From an optimization exercise on the open Yosys and OpenROAD flow, aimed at small area; shortcuts taken in it are not production practice. RTL that was checked went through simulation tests only; none was proved equivalent to the original.

==> 01-07 <==
## cordic_sin_cos
module cordic_sin_cos (
    input clk, input rst_n,
    input signed [31:0] angle, input pre_vaild,
    output signed [31:0] sin, output signed [31:0] cos, output post_vaild);
wire [24:0] a = angle[24:0];
wire signed [8:0] at = a[24:16];
wire site1 = (at >= -9'sd90) && (at <= 9'sd90);
wire site2 = (at > 9'sd90);
wire amin = (a == 25'd21757952);
wire nz = |a[5:0];
wire s = ~site1;
wire d0 = site1 ? ~a[24] : (site2 | amin);
wire [16:0] k1 = site1 ? (d0 ? 17'd84992 : 17'd46080) : (site2 ? 17'd7168 : (amin ? 17'd31744 : 17'd123904));
wire ci1 = s & ~nz;
wire [16:0] h1 = k1 + (a[22:6] ^ {17{s}}) + ci1;
wire d1 = ~h1_q1[16];
wire signed [20:0] hs1 = {{4{h1_q1[16]}}, h1_q1};
wire [1:0] cm2;
assign cm2[0] = hs1 >= -21'sd27203;
assign cm2[1] = hs1 >= 21'sd27203;
wire d2 = cm2[{d1}];
wire [3:0] cm3;
assign cm3[0] = hs1 >= -21'sd41576;
assign cm3[1] = hs1 >= 21'sd12830;
assign cm3[2] = hs1 >= -21'sd12830;
assign cm3[3] = hs1 >= 21'sd41576;
wire d3 = cm3[{d2,d1}];
wire [7:0] cm4;
assign cm4[0] = hs1 >= -21'sd48872;
assign cm4[1] = hs1 >= 21'sd5534;
assign cm4[2] = hs1 >= -21'sd20126;
assign cm4[3] = hs1 >= 21'sd34280;
assign cm4[4] = hs1 >= -21'sd34280;
assign cm4[5] = hs1 >= 21'sd20126;
assign cm4[6] = hs1 >= -21'sd5534;
assign cm4[7] = hs1 >= 21'sd48872;
wire d4 = cm4[{d3,d2,d1}];
wire [3:0] ts5 = {d4,d3,d2,d1};
  ...
Settings: LEC_CHECK=0, CAP_MARGIN=20, CORE_MARGIN=2, CORE_UTILIZATION=40, SLEW_MARGIN=20; clock period 6.0 ns.
standard.sh (not shown) runs the stock make flow with config.mk's settings and CLKGATE_MAP_FILE= SYNTH_SCRIPT=/design/flow/synth_recipe.tcl, a recipe that flattens the netlist after the stock synthesis.
==> flow/flow/run.sh <==
#!/bin/bash
set -euo pipefail
export BUFFER_PORTS_ARGS="-buffer_cell sky130_fd_sc_hd__buf_1"
export CTS_ARGS="-sink_clustering_enable -repair_clock_nets -dont_use_dummy_load -buf_list sky130_fd_sc_hd__clkbuf_8 -sink_clustering_size 20 -sink_clustering_max_diameter 50"
bash standard.sh > standard.log 2>&1
==> 04-09: changes against 01-07 <==
--- a/flow/design.v
+++ b/flow/design.v
@@ -40,44 +40,58 @@
 wire [12:0] h5 = h1_q1[12:0] + t5;
 wire d5 = ~h5_q2[12];
 wire signed [16:0] hs5 = {{4{h5_q2[12]}}, h5_q2};
 wire [1:0] cm6;
 assign cm6[0] = hs5 >= -17'sd1833;
 assign cm6[1] = hs5 >= 17'sd1833;
 wire d6 = cm6[{d5}];
-wire [1:0] ts7 = {d6,d5};
-wire [10:0] t7 = (ts7 == 2'd0) ? 11'd702 : (ts7 == 2'd1) ? 11'd1132 : (ts7 == 2'd2) ? 11'd916 : 11'd1346;
-wire [10:0] h7 = h5_q2[10:0] + t7;
-wire d7 = ~h7[10];
-wire signed [14:0] hs7 = {{4{h7[10]}}, h7};
-wire [1:0] cm8;
-assign cm8[0] = hs7 >= -15'sd458;
-assign cm8[1] = hs7 >= 15'sd458;
-wire d8 = cm8[{d7}];
-wire [1:0] ts9 = {d8,d7};
-wire [8:0] t9 = (ts9 == 2'd0) ? 9'd175 : (ts9 == 2'd1) ? 9'd283 : (ts9 == 2'd2) ? 9'd229 : 9'd337;
-wire [8:0] h9 = h7[8:0] + t9;
+wire [3:0] cm7;
+assign cm7[0] = hs5 >= -17'sd2750;
+assign cm7[1] = hs5 >= 17'sd916;
+assign cm7[2] = hs5 >= -17'sd916;
+assign cm7[3] = hs5 >= 17'sd2750;
+wire d7 = cm7[{d6,d5}];
+wire [7:0] cm8;
+assign cm8[0] = hs5 >= -17'sd3208;
+assign cm8[1] = hs5 >= 17'sd458;
+assign cm8[2] = hs5 >= -17'sd1374;
+assign cm8[3] = hs5 >= 17'sd2292;
+assign cm8[4] = hs5 >= -17'sd2292;
+assign cm8[5] = hs5 >= 17'sd1374;
+assign cm8[6] = hs5 >= -17'sd458;
+assign cm8[7] = hs5 >= 17'sd3208;
+wire d8 = cm8[{d7,d6,d5}];
+wire [3:0] ts9 = {d8,d7,d6,d5};
+wire [8:0] t9 = (ts9 == 4'd0) ? 9'd365 : (ts9 == 4'd1) ? 9'd283 : (ts9 == 4'd2) ? 9'd67 : (ts9 == 4'd3) ? 9'd497 : (ts9 == 4'd4) ? 9'd473 : (ts9 == 4'd5) ? 9'd391 : (ts9 == 4'd6) ? 9'd175 : (ts9 == 4'd7) ? 9'd93 : (ts9 == 4'd8) ? 9'd419 : (ts9 == 4'd9) ? 9'd337 : (ts9 == 4'd10) ? 9'd121 : (ts9 == 4'd11) ? 9'd39 : (ts9 == 4'd12) ? 9'd15 : (ts9 == 4'd13) ? 9'd445 : (ts9 == 4'd14) ? 9'd229 : 9'd147;
+wire [8:0] h9 = h5_q2[8:0] + t9;
 wire d9 = ~h9_q3[8];
 wire signed [12:0] hs9 = {{4{h9_q3[8]}}, h9_q3};
 wire [1:0] cm10;
 assign cm10[0] = hs9 >= -13'sd115;
 assign cm10[1] = hs9 >= 13'sd115;
 wire d10 = cm10[{d9}];
-wire [1:0] ts11 = {d10,d9};
-wire [6:0] t11 = (ts11 == 2'd0) ? 7'd44 : (ts11 == 2'd1) ? 7'd70 : (ts11 == 2'd2) ? 7'd58 : 7'd84;
-wire [6:0] h11 = h9_q3[6:0] + t11;
-wire d11 = ~h11[6];
-wire signed [10:0] hs11 = {{4{h11[6]}}, h11};
-wire [1:0] cm12;
-assign cm12[0] = hs11 >= -11'sd29;
-assign cm12[1] = hs11 >= 11'sd29;
-wire d12 = cm12[{d11}];
-wire [1:0] ts13 = {d12,d11};
-wire [4:0] t13 = (ts13 == 2'd0) ? 5'd11 : (ts13 == 2'd1) ? 5'd17 : (ts13 == 2'd2) ? 5'd15 : 5'd21;
-wire [4:0] h13 = h11[4:0] + t13;
+wire [3:0] cm11;
+assign cm11[0] = hs9 >= -13'sd172;
+assign cm11[1] = hs9 >= 13'sd58;
+assign cm11[2] = hs9 >= -13'sd58;
+assign cm11[3] = hs9 >= 13'sd172;
+wire d11 = cm11[{d10,d9}];
+wire [7:0] cm12;
+assign cm12[0] = hs9 >= -13'sd201;
+assign cm12[1] = hs9 >= 13'sd29;
+assign cm12[2] = hs9 >= -13'sd87;
+assign cm12[3] = hs9 >= 13'sd143;
+assign cm12[4] = hs9 >= -13'sd143;
+assign cm12[5] = hs9 >= 13'sd87;
+assign cm12[6] = hs9 >= -13'sd29;
+assign cm12[7] = hs9 >= 13'sd201;
+wire d12 = cm12[{d11,d10,d9}];
+wire [3:0] ts13 = {d12,d11,d10,d9};
+wire [4:0] t13 = (ts13 == 4'd0) ? 5'd23 : (ts13 == 4'd1) ? 5'd17 : (ts13 == 4'd2) ? 5'd5 : (ts13 == 4'd3) ? 5'd31 : (ts13 == 4'd4) ? 5'd29 : (ts13 == 4'd5) ? 5'd23 : (ts13 == 4'd6) ? 5'd11 : (ts13 == 4'd7) ? 5'd5 : (ts13 == 4'd8) ? 5'd27 : (ts13 == 4'd9) ? 5'd21 : (ts13 == 4'd10) ? 5'd9 : (ts13 == 4'd11) ? 5'd3 : (ts13 == 4'd12) ? 5'd1 : (ts13 == 4'd13) ? 5'd27 : (ts13 == 4'd14) ? 5'd15 : 5'd9;
+wire [4:0] h13 = h9_q3[4:0] + t13;
 wire d13 = ~h13[4];
 wire signed [8:0] hs13 = {{4{h13[4]}}, h13};
 wire [1:0] cm14;
 assign cm14[0] = hs13 >= -9'sd7;
 assign cm14[1] = hs13 >= 9'sd7;
 wire d14 = cm14[{d13}];
 wire [3:0] cm15;
@@ -393,26 +407,17 @@
 assign yh12[17] = y11_q5[17] ^ yh12_t ^ yh12_lc17;
 assign yh12_c[18] = yh12_t ? ((y11_q5[15] | y11_q5[16] | y11_q5[17]) | yh12_c[15]) : ((y11_q5[15] & y11_q5[16] & y11_q5[17]) & yh12_c[15]);
 wire f11 = d11_q5 ^ d12_q5;
 wire [17:0] y12 = yh12 ^ {18{f11}};
 wire [18:0] x13_c;
 wire [17:0] x13;
 assign x13_c[0] = d12_q5;
-assign x13[0] = x12[0] ^ ~y12[12] ^ x13_c[0];
-assign x13_c[1] = (x12[0] & ~y12[12]) | (x12[0] & x13_c[0]) | (~y12[12] & x13_c[0]);
-assign x13[1] = x12[1] ^ ~y12[13] ^ x13_c[1];
-assign x13_c[2] = (x12[1] & ~y12[13]) | (x12[1] & x13_c[1]) | (~y12[13] & x13_c[1]);
-assign x13[2] = x12[2] ^ ~y12[14] ^ x13_c[2];
-assign x13_c[3] = (x12[2] & ~y12[14]) | (x12[2] & x13_c[2]) | (~y12[14] & x13_c[2]);
-assign x13[3] = x12[3] ^ ~y12[15] ^ x13_c[3];
-assign x13_c[4] = (x12[3] & ~y12[15]) | (x12[3] & x13_c[3]) | (~y12[15] & x13_c[3]);
-assign x13[4] = x12[4] ^ ~y12[16] ^ x13_c[4];
-assign x13_c[5] = (x12[4] & ~y12[16]) | (x12[4] & x13_c[4]) | (~y12[16] & x13_c[4]);
-assign x13[5] = x12[5] ^ ~y12[17] ^ x13_c[5];
-assign x13_c[6] = (x12[5] & ~y12[17]) | (x12[5] & x13_c[5]) | (~y12[17] & x13_c[5]);
+wire [6:0] x13_l = {1'b0, x12[5], x12[4], x12[3], x12[2], x12[1], x12[0]} + {1'b0, ~y12[17], ~y12[16], ~y12[15], ~y12[14], ~y12[13], ~y12[12]} + d12_q5;
+assign x13[5:0] = x13_l[5:0];
+assign x13_c[6] = x13_l[6];
 wire x13_t = ~y12[17];
 assign x13[6] = x12[6] ^ x13_t ^ x13_c[6];
 wire x13_lc7 = x13_t ? (x12[6] | x13_c[6]) : (x12[6] & x13_c[6]);
 assign x13[7] = x12[7] ^ x13_t ^ x13_lc7;
 wire x13_lc8 = x13_t ? (x12[7] | x13_lc7) : (x12[7] & x13_lc7);
 assign x13[8] = x12[8] ^ x13_t ^ x13_lc8;
 wire x13_lc9 = x13_t ? (x12[8] | x13_lc8) : (x12[8] & x13_lc8);
@@ -433,26 +438,17 @@
 assign x13[16] = x12[16] ^ x13_t ^ x13_lc16;
 wire x13_lc17 = x13_t ? (x12[16] | x13_lc16) : (x12[16] & x13_lc16);
 assign x13[17] = x12[17] ^ x13_t ^ x13_lc17;
 assign x13_c[18] = x13_t ? ((x12[14] | x12[15] | x12[16] | x12[17]) | x13_c[14]) : ((x12[14] & x12[15] & x12[16] & x12[17]) & x13_c[14]);
 wire [18:0] yh13_c;
 wire [17:0] yh13;
 assign yh13_c[0] = 1'b0;
-assign yh13[0] = y12[0] ^ x12[12] ^ yh13_c[0];
-assign yh13_c[1] = (y12[0] & x12[12]) | (y12[0] & yh13_c[0]) | (x12[12] & yh13_c[0]);
-assign yh13[1] = y12[1] ^ x12[13] ^ yh13_c[1];
-assign yh13_c[2] = (y12[1] & x12[13]) | (y12[1] & yh13_c[1]) | (x12[13] & yh13_c[1]);
-assign yh13[2] = y12[2] ^ x12[14] ^ yh13_c[2];
-assign yh13_c[3] = (y12[2] & x12[14]) | (y12[2] & yh13_c[2]) | (x12[14] & yh13_c[2]);
-assign yh13[3] = y12[3] ^ x12[15] ^ yh13_c[3];
-assign yh13_c[4] = (y12[3] & x12[15]) | (y12[3] & yh13_c[3]) | (x12[15] & yh13_c[3]);
-assign yh13[4] = y12[4] ^ x12[16] ^ yh13_c[4];
-assign yh13_c[5] = (y12[4] & x12[16]) | (y12[4] & yh13_c[4]) | (x12[16] & yh13_c[4]);
-assign yh13[5] = y12[5] ^ x12[17] ^ yh13_c[5];
-assign yh13_c[6] = (y12[5] & x12[17]) | (y12[5] & yh13_c[5]) | (x12[17] & yh13_c[5]);
+wire [6:0] yh13_l = {1'b0, y12[5], y12[4], y12[3], y12[2], y12[1], y12[0]} + {1'b0, x12[17], x12[16], x12[15], x12[14], x12[13], x12[12]} + 1'b0;
+assign yh13[5:0] = yh13_l[5:0];
+assign yh13_c[6] = yh13_l[6];
 wire yh13_t = x12[17];
 assign yh13[6] = y12[6] ^ yh13_t ^ yh13_c[6];
 wire yh13_lc7 = yh13_t ? (y12[6] | yh13_c[6]) : (y12[6] & yh13_c[6]);
 assign yh13[7] = y12[7] ^ yh13_t ^ yh13_lc7;
 wire yh13_lc8 = yh13_t ? (y12[7] | yh13_lc7) : (y12[7] & yh13_lc7);
 assign yh13[8] = y12[8] ^ yh13_t ^ yh13_lc8;
 wire yh13_lc9 = yh13_t ? (y12[8] | yh13_lc8) : (y12[8] & yh13_lc8);
==> metrics.yaml <==
timing:
  worstMarginPinSlew_ns: 1.04
  fin_crit_ns: 5.63
final_layout:
  clkbuf_count: 28
  num-nets-final: 3475
floorplan:
  die_h_um: 255
logic_synthesis:
  ys_seq_area_frac: 0.202
  syn_nets: 3458
setup_path:
  worst-r2r-cell-count: 19
status:
  status: "no timing/DRC/antenna violations"
-- figures above: 04-09

==> metrics.yaml <==
status:
  status: "no timing/DRC/antenna violations"
logic_synthesis:
  syn_nets: 3394
  ys_seq_area_frac: 0.205
  synth_top_cell_by_area: "dfxtp_1"
final_layout:
  num-nets-final: 3440
  final_cell_mix: "xnor2_1, dfxtp_1, nor2_1"
  clkbuf_count: 31
setup_path:
  worst-r2r-cell-count: 20
timing:
  fin_crit_ns: 5.58
floorplan:
  die_h_um: 253
-- figures above: 01-07

Only the layout flow was run in 01-07; the RTL was not checked for function there.

[port drivers added, routing unchanged]
The results above use ideal ports. As a check the final layouts listed here were re-extracted and re-timed, cells and wires unchanged.
Step 1: set_driving_cell puts a clkbuf_16 on clk and a buf_2 on each other input, an assumption about the parent block.
Step 2 times the ports against the registers' clock, not the clock port: input delays grow and output delays shrink by t, the midpoint of the rising clock arrivals with the driver on.
Three values: ideal, step 1, step 2; two values: the first two.
run	t, ns	setup WS [ns]	worst data-port slew with drivers (ns)
01-07	0.670	0.421 / 0.361 / 0.423	0.04
04-09	0.661	0.372 / 0.309 / 0.479	0.03
After both steps setup and hold are still met in every run listed.
